What follows belongs to an exercise in optimizing a design on an open flow for small area and a short achievable clock period; a production flow would make more cautious choices.
Function was checked by simulation only, so behaviour that the tests miss may differ from the original.
No activity file was given, so power comes from the tool's default toggle rates.

==> inputs of 03-20 <==
Design CPU, start of the top module:
module CPU(
	input clk,
	input reset,
	output [4:0] instr_addr,
	input [18:0] instr,
	output reg [18:0] alu_result,
	output rf_we,
	output [2:0] rf_waddr,
	output reg [18:0] rf_wdata,
	output mem_we,
	output [4:0] mem_waddr,
	output [18:0] mem_wdata
);
clock: 19.0 ns
lec_check: 0
cap_margin: 20
core_margin: 2
core_utilization: 60
slew_margin: 20
standard.sh (not shown) runs the stock make flow with config.mk's settings and CLKGATE_MAP_FILE= SYNTH_SCRIPT=/design/flow/synth_recipe.tcl, a recipe that flattens the netlist after the stock synthesis.
==> flow/flow/run.sh <==
#!/bin/bash
# The standard layout (standard.sh) with these changes:
#  - ABC maps the logic with flow/abc.script (area-recovering mapping) instead
#    of ORFS's abc_speed.script; the rest of the synthesis is synth_recipe.tcl;
#  - repair_timing aims for SETUP_SLACK_MARGIN ns of setup slack;
#  - clock tree: no dummy loads, larger sink clusters;
#  - ports are buffered with buf_2 (repair_timing resizes them as needed).
# The SDC (clock period, I/O delays, loads) is the standard flow's, unchanged.
set -euo pipefail
W=$(pwd)
cat > "$W/abc_wrap.tcl" <<EOT
proc abc {args} {
  set i [lsearch \$args -script]
  if {\$i >= 0} { lset args [expr {\$i + 1}] $W/flow/abc.script }
  yosys abc {*}\$args
}
source $W/synth_recipe.tcl
EOT
sed "s#SYNTH_SCRIPT=[^ ]*#SYNTH_SCRIPT=$W/abc_wrap.tcl#" standard.sh > my_standard.sh
export SETUP_SLACK_MARGIN=${MARGIN:-5}
export CTS_ARGS="-sink_clustering_enable -repair_clock_nets -dont_use_dummy_load -sink_clustering_size 24 -sink_clustering_max_diameter 70"
export BUFFER_PORTS_ARGS="-buffer_cell sky130_fd_sc_hd__buf_2"
bash my_standard.sh finish > standard.log 2>&1
==> flow/flow/abc.script <==
&get -n
&st
&dch
&nf -R 1000
&st
&dch
&nf -R 1000
&put
buffer -c
topo
stime -c
upsize -c
dnsize -c
==> 10-03 (differences from 03-20) <==
--- a/flow/flow/run.sh
+++ b/flow/flow/run.sh
@@ -4,2 +4,4 @@
 #    of ORFS's abc_speed.script; the rest of the synthesis is synth_recipe.tcl;
+#  - no full/half-adder cell extraction (ADDER_MAP_FILE empty), so ABC sees
+#    and times the adders together with the rest of the logic;
 #  - repair_timing aims for SETUP_SLACK_MARGIN ns of setup slack;
@@ -19,4 +21,5 @@
 sed "s#SYNTH_SCRIPT=[^ ]*#SYNTH_SCRIPT=$W/abc_wrap.tcl#" standard.sh > my_standard.sh
+export ADDER_MAP_FILE=
 export SETUP_SLACK_MARGIN=${MARGIN:-5}
-export CTS_ARGS="-sink_clustering_enable -repair_clock_nets -dont_use_dummy_load -sink_clustering_size 24 -sink_clustering_max_diameter 70"
+export CTS_ARGS="-sink_clustering_enable -repair_clock_nets -dont_use_dummy_load -sink_clustering_size 30 -sink_clustering_max_diameter 80"
 export BUFFER_PORTS_ARGS="-buffer_cell sky130_fd_sc_hd__buf_2"
CORE_UTILIZATION = 40   (was 60)
==> 01-04 (differences from 03-20) <==
==> flow/flow/run.sh (replaced) <==
#!/bin/bash
# The standard layout (standard.sh) with these changes:
#  - ABC maps the logic with flow/abc.script (area-recovering mapping) instead
#    of ORFS's abc_speed.script; the rest of the synthesis is synth_recipe.tcl;
#  - repair_timing aims for 5.3 ns of setup slack up to clock tree synthesis
#    and 4.9 ns after global routing;
#  - clock tree: no dummy loads, larger sink clusters;
#  - ports are buffered with buf_1 (repair_timing resizes them as needed).
# The SDC (clock period, I/O delays, loads) is the standard flow's, unchanged.
set -euo pipefail
W=$(pwd)
cat > "$W/abc_wrap.tcl" <<EOT
proc abc {args} {
  set i [lsearch \$args -script]
  if {\$i >= 0} { lset args [expr {\$i + 1}] $W/flow/abc.script }
  yosys abc {*}\$args
}
source $W/synth_recipe.tcl
EOT
sed "s#SYNTH_SCRIPT=[^ ]*#SYNTH_SCRIPT=$W/abc_wrap.tcl#" standard.sh > my_standard.sh
export SETUP_SLACK_MARGIN=5
export CTS_ARGS="-sink_clustering_enable -repair_clock_nets -dont_use_dummy_load -sink_clustering_size 24 -sink_clustering_max_diameter 70"
export BUFFER_PORTS_ARGS="-buffer_cell sky130_fd_sc_hd__buf_1"
SETUP_SLACK_MARGIN=5.3 bash my_standard.sh cts > standard_to_cts.log 2>&1
SETUP_SLACK_MARGIN=4.9 bash my_standard.sh finish > standard.log 2>&1
==> 04-11 (differences from 03-20) <==
--- a/flow/flow/run.sh
+++ b/flow/flow/run.sh
@@ -6,3 +6,3 @@
 #  - clock tree: no dummy loads, larger sink clusters;
-#  - ports are buffered with buf_2 (repair_timing resizes them as needed).
+#  - ports are buffered with buf_1 (repair_timing resizes them as needed).
 # The SDC (clock period, I/O delays, loads) is the standard flow's, unchanged.
@@ -19,5 +19,5 @@
 sed "s#SYNTH_SCRIPT=[^ ]*#SYNTH_SCRIPT=$W/abc_wrap.tcl#" standard.sh > my_standard.sh
-export SETUP_SLACK_MARGIN=${MARGIN:-5}
+export SETUP_SLACK_MARGIN=5
 export CTS_ARGS="-sink_clustering_enable -repair_clock_nets -dont_use_dummy_load -sink_clustering_size 24 -sink_clustering_max_diameter 70"
-export BUFFER_PORTS_ARGS="-buffer_cell sky130_fd_sc_hd__buf_2"
+export BUFFER_PORTS_ARGS="-buffer_cell sky130_fd_sc_hd__buf_1"
 bash my_standard.sh finish > standard.log 2>&1
==> out/qor.csv <==
metric;value;unit
status;timing/DRC/antenna clean;
Net Sw Power;1.587;mW
R2R depth;22;
Worst-Skew Late Latency;630;ps
Layout fillers;4236;
Switching Share;34.60;%
Inst Count DP;3408;
Starting Density;60.47;%
Seq/Total Area, Yosys;65.68;%
The numbers above come from 03-20.

==> out/qor.csv <==
metric;value;unit
Seq/Total Area, Yosys;66.31;%
Slowest cell on crit path;or4_4;
Inst Count DP;3926;
initial drt markers;5162;
Layout fillers;7669;
Starting Density;40.47;%
Net Sw Power;2.128;mW
status;timing/DRC/antenna clean;
R2R depth;30;
Worst-Skew Late Latency;650;ps
peak fanout along the critical path;8;
P_clk;0.858;mW
Comb group;2.40;mW
The numbers above come from 10-03.

==> out/qor.csv <==
metric;value;unit
count leader, synth;edfxtp_1;
M1 WL;42.19;mm
Tapcells;773;
clk_buf instances;41;
Inst Count DP;3418;
Net Sw Power;1.599;mW
Starting Density;60.47;%
post-synthesis xor/xnor area fraction;1.330;%
Switching Share;34.96;%
worst endpoint required time;15200;ps
Seq/Total Area, Yosys;65.68;%
status;timing/DRC/antenna clean;
minimum clock period;13740;ps
The numbers above come from 04-11.

==> out/qor.csv <==
metric;value;unit
status;timing/DRC/antenna clean;
Net Sw Power;1.587;mW
Layout fillers;4296;
Switching Share;34.86;%
Worst-Skew Late Latency;620;ps
Seq/Total Area, Yosys;65.68;%
Inst Count DP;3419;
Starting Density;60.47;%
The numbers above come from 01-04.

re-timing with driven ports:
Ports are ideal in the flow. The routed layouts listed here were re-timed in OpenROAD. Step 1 assumes that a clkbuf_16 drives the clock port and a buf_2 every other input. Step 2 adds t to the input delays and takes it off the output delays; t is the mean of the earliest and latest rising clock arrival at the registers after step 1. Input paths then give back, and output paths get back, about the clock's delay inside the block. a / b / c = ideal / step 1 / step 2; a / b = the first two.
| run | shift t [ns] | setup slack, ns | clock arrival spread, ns | cell pins on the clock port's net |
|---|---|---|---|---|
| 03-20 | 0.650 | 5.204 / 5.182 / 5.182 | 0.109 / 0.110 | 1 |
| 10-03 | 0.639 | 4.689 / 4.620 / 4.620 | 0.138 / 0.139 | 1 |
| 01-04 | 0.653 | 5.177 / 5.150 / 5.150 | 0.069 / 0.069 | 1 |
| 04-11 | 0.637 | 5.256 / 5.234 / 5.234 | 0.078 / 0.078 | 1 |
After both steps every run listed still meets setup and hold. The setup slack of 10-03, which loses most, moves by -0.069 ns with the drivers and by -0.069 ns with both steps.
